What follows belongs to an exercise in optimizing a design on an open flow for small area and a short achievable clock period; a production flow would make more cautious choices. Where RTL was checked, it was by simulation tests only, not by an equivalence proof against the original. Power figures rest on the tool's default switching activity, not on a simulated workload.

==> module regfile, before the edit <==
module regfile (clk, rst, waddr, wdata, sel1, sel2, rn1, rn2);
  input          clk, rst;
  input  [4:0]   waddr;
  input  [31:0]  wdata;
  input  [31:0]  sel1, sel2;
  output [127:0] rn1, rn2;
  wire [31:0] t1 [1:32];
  wire [31:0] t2 [1:32];
  genvar g;
  generate
    for (g = 0; g < 32; g = g + 1) begin : R
      reg [31:0] r;
      wire        we = rst | (waddr == g);
      wire [31:0] d  = rst ? ((g == 3) ? 32'd2 : (g == 8) ? 32'd5 : 32'd0) : wdata;
      always @(posedge clk)
        if (we) r <= d;
      if (g % 8 == 0) begin : first
        assign t1[g + 1] = {32{sel1[g]}} & r;
        assign t2[g + 1] = {32{sel2[g]}} & r;
      end else begin : next
        assign t1[g + 1] = t1[g] | ({32{sel1[g]}} & r);
        assign t2[g + 1] = t2[g] | ({32{sel2[g]}} & r);
      end
    end
    for (g = 0; g < 4; g = g + 1) begin : P
      assign rn1[32 * g +: 32] = ~t1[8 * g + 8];
      assign rn2[32 * g +: 32] = ~t2[8 * g + 8];
    end
  endgenerate
endmodule
==> module pipelined_4stage, before the edit <==
module pipelined_4stage(clk, rst, imem_addr, imem_data, aluout);
  input         clk;
  input         rst;
  output [4:0]  imem_addr;
  input  [31:0] imem_data;
  output [31:0] aluout;
  reg rst_q, rst_qq;
  always @(posedge clk) begin
    rst_q  <= rst;
    rst_qq <= rst_q;
  end
  wire kill = rst | rst_q | rst_qq;
  reg [4:0] pc;
  always @(posedge clk)
    if (rst) pc <= 5'd0;
    else     pc <= pc + 5'd1;
  assign imem_addr = pc;
  reg  [31:0] wb_res;
  reg  [4:0]  wb_wa;
  reg  [4:0]  ex_wa;
  wire       f_addi = (imem_data[31:26] == 6'b000110);
  wire [4:0] f_rs   = imem_data[25:21];
  wire [4:0] f_rt   = imem_data[20:16];
  wire [4:0] f_wa   = f_addi ? f_rt : imem_data[15:11];
  wire [31:0] f_imm = {{16{imem_data[15]}}, imem_data[15:0]};
  wire f_fa1 = (f_rs == wb_wa);
  wire f_fb1 = (f_rt == wb_wa);
  wire [4:0] f_wa2 = (rst_q | rst_qq) ? 5'd0 : ex_wa;
  wire f_fa2 = (f_rs == f_wa2);
  wire f_fb2 = (f_rt == f_wa2);
  reg [31:0] f_s1, f_s2;
  integer k;
  always @(*)
    for (k = 0; k < 32; k = k + 1) begin
      f_s1[k] = (f_rs == k) & (wb_wa != k) & (f_wa2 != k);
      f_s2[k] = (f_rt == k) & (wb_wa != k) & (f_wa2 != k);
    end
  wire [127:0] rn_a, rn_b;
  regfile RF (.clk(clk), .rst(rst), .waddr(wb_wa), .wdata(wb_res),
              .sel1(f_s1), .sel2(f_s2), .rn1(rn_a), .rn2(rn_b));
  wire [31:0] rf_a = ~(rn_a[31:0] & rn_a[63:32] & rn_a[95:64] & rn_a[127:96]);
  wire [31:0] rf_b = ~(rn_b[31:0] & rn_b[63:32] & rn_b[95:64] & rn_b[127:96]);
  wire f_xa = f_fa2;
  wire f_wba = f_fa1 & ~f_fa2;
  wire f_xb = f_fb2 & ~f_addi;
  wire f_wbb = f_fb1 & ~f_fb2 & ~f_addi;
  wire [31:0] x_wb;
  wire [2:0] f_op = imem_data[28:26];
  reg [31:0] id_a, id_b;
  reg        id_sub, id_add, id_and, id_xor, id_le, id_mul;
  reg [4:0]  id_wa;
  always @(posedge clk) begin
    id_a   <= rf_a | ({32{f_wba}} & wb_res) | ({32{f_xa}} & x_wb);
    id_b   <= ({32{~f_addi}} & rf_b) | ({32{f_wbb}} & wb_res) | ({32{f_xb}} & x_wb) | ({32{f_addi}} & f_imm);
    id_sub <= (f_op == 3'd1) | (f_op == 3'd4);
    id_add <= (f_op == 3'd0) | (f_op == 3'd1) | (f_op == 3'd6);
    id_and <= (f_op == 3'd2);
    id_xor <= (f_op == 3'd3);
    id_le  <= (f_op == 3'd4);
    id_mul <= (f_op == 3'd5);
    id_wa  <= f_wa;
  end
  wire [31:0] d_a = id_a;
  wire [31:0] d_b = id_b;
  wire [31:0] d_alu;
  alu_simple AL (.a(d_a), .b(d_b), .sub(id_sub), .sel_add(id_add), .sel_and(id_and),
                 .sel_xor(id_xor), .sel_le(id_le), .y(d_alu));
  reg [31:0] ex_alu;
  reg        ex_mul;
  always @(posedge clk) begin
    ex_alu <= d_alu;
    ex_mul <= id_mul;
    ex_wa  <= id_wa;
  end
  wire [31:0] prod;
  mulpipe M (.clk(clk), .a(d_a), .b(d_b), .p(prod));
  wire [31:0] x_res = ex_mul ? prod : ex_alu;
  assign x_wb = kill ? 32'd0 : x_res;
  always @(posedge clk) begin
    wb_res <= x_wb;
    wb_wa  <= kill ? 5'd0 : ex_wa;
  end
  assign aluout = wb_res;
endmodule
export LEC_CHECK = 0
export CAP_MARGIN = 20
export CORE_MARGIN = 2
export CORE_UTILIZATION = 55
export CTS_CLUSTER_DIAMETER = 70
export CTS_CLUSTER_SIZE = 32
export SLEW_MARGIN = 20
export SYNTH_HIERARCHICAL = 1
export TNS_END_PERCENT = 0
create_clock -name core_clock -period 10.0 [get_ports {clk}]
standard.sh (not shown) runs the stock make flow with config.mk's settings and CLKGATE_MAP_FILE= SYNTH_SCRIPT=/design/flow/synth_recipe.tcl, a recipe that flattens the netlist after the stock synthesis.
==> flow/flow/run.sh <==
#!/bin/bash
set -euo pipefail
export SETUP_SLACK_MARGIN=6.0
export BUFFER_PORTS_ARGS="-buffer_cell sky130_fd_sc_hd__buf_4"
bash standard.sh finish > flow_make.log 2>&1
Change:
--- a/flow/design.v
+++ b/flow/design.v
@@ -1,33 +1,28 @@
-module regfile (clk, rst, waddr, wdata, sel1, sel2, rn1, rn2);
-  input          clk, rst;
-  input  [4:0]   waddr;
-  input  [31:0]  wdata;
-  input  [31:0]  sel1, sel2;
-  output [127:0] rn1, rn2;
-  wire [31:0] t1 [1:32];
-  wire [31:0] t2 [1:32];
+module regfile (clk, rst, waddr, wdata, sel1, sel2, rdata1, rdata2);
+  input         clk, rst;
+  input  [4:0]  waddr;
+  input  [31:0] wdata;
+  input  [31:0] sel1, sel2;
+  output [31:0] rdata1, rdata2;
+  wire [31:0] t1 [0:32];
+  wire [31:0] t2 [0:32];
+  assign t1[0] = 32'd0;
+  assign t2[0] = 32'd0;
   genvar g;
   generate
     for (g = 0; g < 32; g = g + 1) begin : R
       reg [31:0] r;
       wire        we = rst | (waddr == g);
       wire [31:0] d  = rst ? ((g == 3) ? 32'd2 : (g == 8) ? 32'd5 : 32'd0) : wdata;
       always @(posedge clk)
         if (we) r <= d;
-      if (g % 8 == 0) begin : first
-        assign t1[g + 1] = {32{sel1[g]}} & r;
-        assign t2[g + 1] = {32{sel2[g]}} & r;
-      end else begin : next
-        assign t1[g + 1] = t1[g] | ({32{sel1[g]}} & r);
-        assign t2[g + 1] = t2[g] | ({32{sel2[g]}} & r);
-      end
-    end
-    for (g = 0; g < 4; g = g + 1) begin : P
-      assign rn1[32 * g +: 32] = ~t1[8 * g + 8];
-      assign rn2[32 * g +: 32] = ~t2[8 * g + 8];
+      assign t1[g + 1] = t1[g] | ({32{sel1[g]}} & r);
+      assign t2[g + 1] = t2[g] | ({32{sel2[g]}} & r);
     end
   endgenerate
+  assign rdata1 = t1[32];
+  assign rdata2 = t2[32];
 endmodule
 module alu_simple (a, b, sub, sel_add, sel_and, sel_xor, sel_le, y);
   input  [31:0] a, b;
   input         sub, sel_add, sel_and, sel_xor, sel_le;
@@ -1605,36 +1600,32 @@
   wire [4:0] f_rt   = imem_data[20:16];
   wire [4:0] f_wa   = f_addi ? f_rt : imem_data[15:11];
   wire [31:0] f_imm = {{16{imem_data[15]}}, imem_data[15:0]};
   wire f_fa1 = (f_rs == wb_wa);
-  wire f_fb1 = (f_rt == wb_wa);
-  wire [4:0] f_wa2 = (rst_q | rst_qq) ? 5'd0 : ex_wa;
+  wire f_fb1 = (f_rt == wb_wa) & ~f_addi;
+  wire [4:0] f_wa2 = kill ? 5'd0 : ex_wa;
   wire f_fa2 = (f_rs == f_wa2);
-  wire f_fb2 = (f_rt == f_wa2);
+  wire f_fb2 = (f_rt == f_wa2) & ~f_addi;
   reg [31:0] f_s1, f_s2;
   integer k;
   always @(*)
     for (k = 0; k < 32; k = k + 1) begin
-      f_s1[k] = (f_rs == k) & (wb_wa != k) & (f_wa2 != k);
-      f_s2[k] = (f_rt == k) & (wb_wa != k) & (f_wa2 != k);
+      f_s1[k] = (f_rs == k);
+      f_s2[k] = (f_rt == k);
     end
-  wire [127:0] rn_a, rn_b;
+  wire [31:0] rf_a, rf_b;
   regfile RF (.clk(clk), .rst(rst), .waddr(wb_wa), .wdata(wb_res),
-              .sel1(f_s1), .sel2(f_s2), .rn1(rn_a), .rn2(rn_b));
-  wire [31:0] rf_a = ~(rn_a[31:0] & rn_a[63:32] & rn_a[95:64] & rn_a[127:96]);
-  wire [31:0] rf_b = ~(rn_b[31:0] & rn_b[63:32] & rn_b[95:64] & rn_b[127:96]);
-  wire f_xa = f_fa2;
-  wire f_wba = f_fa1 & ~f_fa2;
-  wire f_xb = f_fb2 & ~f_addi;
-  wire f_wbb = f_fb1 & ~f_fb2 & ~f_addi;
+              .sel1(f_s1), .sel2(f_s2), .rdata1(rf_a), .rdata2(rf_b));
+  wire [31:0] f_a = f_fa1 ? wb_res : rf_a;
+  wire [31:0] f_b = f_addi ? f_imm : f_fb1 ? wb_res : rf_b;
   wire [31:0] x_wb;
   wire [2:0] f_op = imem_data[28:26];
   reg [31:0] id_a, id_b;
   reg        id_sub, id_add, id_and, id_xor, id_le, id_mul;
   reg [4:0]  id_wa;
   always @(posedge clk) begin
-    id_a   <= rf_a | ({32{f_wba}} & wb_res) | ({32{f_xa}} & x_wb);
-    id_b   <= ({32{~f_addi}} & rf_b) | ({32{f_wbb}} & wb_res) | ({32{f_xb}} & x_wb) | ({32{f_addi}} & f_imm);
+    id_a   <= f_fa2 ? x_wb : f_a;
+    id_b   <= f_fb2 ? x_wb : f_b;
     id_sub <= (f_op == 3'd1) | (f_op == 3'd4);
     id_add <= (f_op == 3'd0) | (f_op == 3'd1) | (f_op == 3'd6);
     id_and <= (f_op == 3'd2);
     id_xor <= (f_op == 3'd3);
Outcome: Final cell count goes up by 1.6%. Total power climbs by 0.39%. Clock-buffer cell count goes up by 1. Via count goes up by 2.1%. Non-clock buffer count climbs by 34. Wire length rises by 4.2%. Sequential power drops by about 0.6%. Die area goes down by 0.56%.

run A:
pipelined_4stage, a different RTL version from the one above (not shown whole).
Size: roughly 5300 cells after synthesis, ~1300 flip-flops, about 71 I/O pins, about 0.070 mm² of cells after synthesis.
==> module exec, before the edit <==
module exec (a, b, op, prod, y);
  input  [31:0] a, b, prod;
  input  [2:0]  op;
  output reg [31:0] y;
  wire        sub  = (op == 3'd1);
  wire [31:0] sum  = a + (sub ? ~b : b) + {31'd0, sub};
  wire        le   = (a <= b);
  always @(*)
    case (op)
      3'd0, 3'd1, 3'd6: y = sum;
      3'd2: y = a & b;
      3'd3: y = a ^ b;
      3'd4: y = {31'd0, le};
      3'd5: y = prod;
      default: y = 32'd0;
    endcase
endmodule
==> module pipelined_4stage, before the edit <==
module pipelined_4stage(clk, rst, imem_addr, imem_data, aluout);
  input         clk;
  input         rst;
  output [4:0]  imem_addr;
  input  [31:0] imem_data;
  output [31:0] aluout;
  reg rst_q, rst_qq;
  always @(posedge clk) begin
    rst_q  <= rst;
    rst_qq <= rst_q;
  end
  wire kill = rst | rst_q | rst_qq;
  reg [4:0] pc;
  always @(posedge clk)
    if (rst) pc <= 5'd0;
    else     pc <= pc + 5'd1;
  assign imem_addr = pc;
  reg  [31:0] wb_res;
  reg  [4:0]  wb_wa;
  reg  [4:0]  ex_wa;
  wire       f_addi = (imem_data[31:26] == 6'b000110);
  wire [4:0] f_rs   = imem_data[25:21];
  wire [4:0] f_rt   = imem_data[20:16];
  wire [4:0] f_wa   = f_addi ? f_rt : imem_data[15:11];
  wire [31:0] f_imm = {{16{imem_data[15]}}, imem_data[15:0]};
  wire f_fa1 = (f_rs == wb_wa);
  wire f_fb1 = (f_rt == wb_wa) & ~f_addi;
  wire [4:0] f_wa2 = kill ? 5'd0 : ex_wa;
  wire f_fa2 = (f_rs == f_wa2);
  wire f_fb2 = (f_rt == f_wa2) & ~f_addi;
  reg [31:0] f_s1, f_s2;
  integer k;
  always @(*)
    for (k = 0; k < 32; k = k + 1) begin
      f_s1[k] = (f_rs == k) & (wb_wa != k);
      f_s2[k] = (f_rt == k) & (wb_wa != k) & ~f_addi;
    end
  wire [31:0] rf_a, rf_b;
  regfile RF (.clk(clk), .rst(rst), .waddr(wb_wa), .wdata(wb_res),
              .sel1(f_s1), .sel2(f_s2), .rdata1(rf_a), .rdata2(rf_b));
  wire [31:0] f_a = rf_a | ({32{f_fa1}} & wb_res);
  wire [31:0] f_b = rf_b | ({32{f_fb1}} & wb_res) | ({32{f_addi}} & f_imm);
  reg [31:0] id_a, id_b;
  reg        id_fa, id_fb;
  reg [2:0]  id_op;
  reg [4:0]  id_wa;
  always @(posedge clk) begin
    id_a  <= f_a;
    id_b  <= f_b;
    id_fa <= f_fa2;
    id_fb <= f_fb2;
    id_op <= imem_data[28:26];
    id_wa <= f_wa;
  end
  wire [31:0] d_a = id_fa ? wb_res : id_a;
  wire [31:0] d_b = id_fb ? wb_res : id_b;
  reg [31:0] ex_a, ex_b;
  reg [2:0]  ex_op;
  always @(posedge clk) begin
    ex_a  <= d_a;
    ex_b  <= d_b;
    ex_op <= id_op;
    ex_wa <= id_wa;
  end
  wire [31:0] prod;
  mulpipe M (.clk(clk), .a(d_a), .b(d_b), .p(prod));
  wire [31:0] x_res;
  exec EX (.a(ex_a), .b(ex_b), .op(ex_op), .prod(prod), .y(x_res));
  always @(posedge clk)
    if (kill) begin
      wb_res <= 32'd0; wb_wa <= 5'd0;
    end else begin
      wb_res <= x_res; wb_wa <= ex_wa;
    end
  assign aluout = wb_res;
endmodule
clock: 10.0 ns
lec_check: 0
cap_margin: 20
core_margin: 2
core_utilization: 40
slew_margin: 20
synth_hierarchical: 1
==> flow/flow/run.sh <==
#!/bin/bash
set -euo pipefail
export SETUP_SLACK_MARGIN=${MARGIN:-6.5}
bash standard.sh finish > flow_make.log 2>&1
The following lists how run B was set up differently from run A:
--- a/flow/design.v
+++ b/flow/design.v
@@ -21,25 +21,25 @@
     end
   endgenerate
   assign rdata1 = t1[32];
   assign rdata2 = t2[32];
 endmodule
-module exec (a, b, op, prod, y);
-  input  [31:0] a, b, prod;
+module alu_simple (a, b, op, y);
+  input  [31:0] a, b;
   input  [2:0]  op;
   output reg [31:0] y;
-  wire        sub  = (op == 3'd1);
-  wire [31:0] sum  = a + (sub ? ~b : b) + {31'd0, sub};
-  wire        le   = (a <= b);
+  wire        sub = (op == 3'd1) | (op == 3'd4);
+  wire [32:0] sum = {1'b0, a} + {1'b0, sub ? ~b : b} + {32'd0, sub};
+  wire [31:0] x   = a ^ b;
+  wire        le  = ~sum[32] | (x == 32'd0);
   always @(*)
     case (op)
-      3'd0, 3'd1, 3'd6: y = sum;
-      3'd2: y = a & b;
-      3'd3: y = a ^ b;
-      3'd4: y = {31'd0, le};
-      3'd5: y = prod;
-      default: y = 32'd0;
+      3'd2:    y = a & b;
+      3'd3:    y = x;
+      3'd4:    y = {31'd0, le};
+      3'd7:    y = 32'd0;
+      default: y = sum[31:0];
     endcase
 endmodule
 module mulpipe (clk, a, b, p);
   input         clk;
   input  [31:0] a, b;
@@ -1636,22 +1636,22 @@
     id_op <= imem_data[28:26];
     id_wa <= f_wa;
   end
   wire [31:0] d_a = id_fa ? wb_res : id_a;
   wire [31:0] d_b = id_fb ? wb_res : id_b;
-  reg [31:0] ex_a, ex_b;
-  reg [2:0]  ex_op;
+  wire [31:0] d_alu;
+  alu_simple AL (.a(d_a), .b(d_b), .op(id_op), .y(d_alu));
+  reg [31:0] ex_alu;
+  reg        ex_mul;
   always @(posedge clk) begin
-    ex_a  <= d_a;
-    ex_b  <= d_b;
-    ex_op <= id_op;
-    ex_wa <= id_wa;
+    ex_alu <= d_alu;
+    ex_mul <= (id_op == 3'd5);
+    ex_wa  <= id_wa;
   end
   wire [31:0] prod;
   mulpipe M (.clk(clk), .a(d_a), .b(d_b), .p(prod));
-  wire [31:0] x_res;
-  exec EX (.a(ex_a), .b(ex_b), .op(ex_op), .prod(prod), .y(x_res));
+  wire [31:0] x_res = ex_mul ? prod : ex_alu;
   always @(posedge clk)
     if (kill) begin
       wb_res <= 32'd0; wb_wa <= 5'd0;
     end else begin
       wb_res <= x_res; wb_wa <= ex_wa;
### Flow results
Diff run B..run A | max-slew violation total from the final report | unchanged
Core footprint down 2.2% in run B wrt run A
In the metrics for run A and run B, the one carrying the lower area added between synthesis and finish is run A.
Run B has more setup slack than run A.
Against run A, the final cell area of run B is lower.
Re critical path's largest stage delay: run A was higher than run B.
Going from run A to run B, share of cells above drive strength 1 grows by 1.1 points.
[compare] base=run A new=run B: final clock period utilization by the worst path decreased 0.96 points; fmax increased 2.3%.
Total power of run B is higher than that of run A.
Looking at total wirelength of the detailed-routed design across both flows, run B is the weaker of the two, with run A ahead.
Mapped cell area (run B vs. run A) decreases slightly
For run A, only the layout was checked, not whether the RTL still works.

[port drivers added, routing unchanged]
The results above use ideal ports. As a check the final layouts listed here were re-extracted and re-timed, cells and wires unchanged.
Step 1 assumes that a clkbuf_16 drives the clock port and a buf_2 every other input.
Step 2 moves the port delays by t, midway between the first and last clock arrival at a register: inputs arrive t later, outputs are due t later. That takes back most of the time a late clock gives input paths.
a / b / c = ideal ports / drivers / drivers and shift; a / b = the first two.
| run | t, ns | slack for setup (ns) | worst setup path after step 2 | worst register clock-pin slew, ns | worst slew at a driven data input, ns |
|---|---|---|---|---|---|
| the first run of note 1 | 0.814 | 6.005 / 6.005 / 5.329 | input to register | 0.11 / 0.11 | 0.11 |
| the second run of note 1 | 0.811 | 5.881 / 5.871 / 5.060 | input to register | 0.11 / 0.11 | 0.13 |
| run A | 0.891 | 5.719 / 5.769 / 4.879 | input to register | 0.07 / 0.07 | 0.20 |
| run B | 0.865 | 5.814 / 5.872 / 5.006 | input to register | 0.07 / 0.07 | 0.19 |
After both steps setup and hold are still met in every run listed. For run A, which loses most, drivers alone change the setup slack by +0.050 ns; drivers and shift together by -0.840 ns.
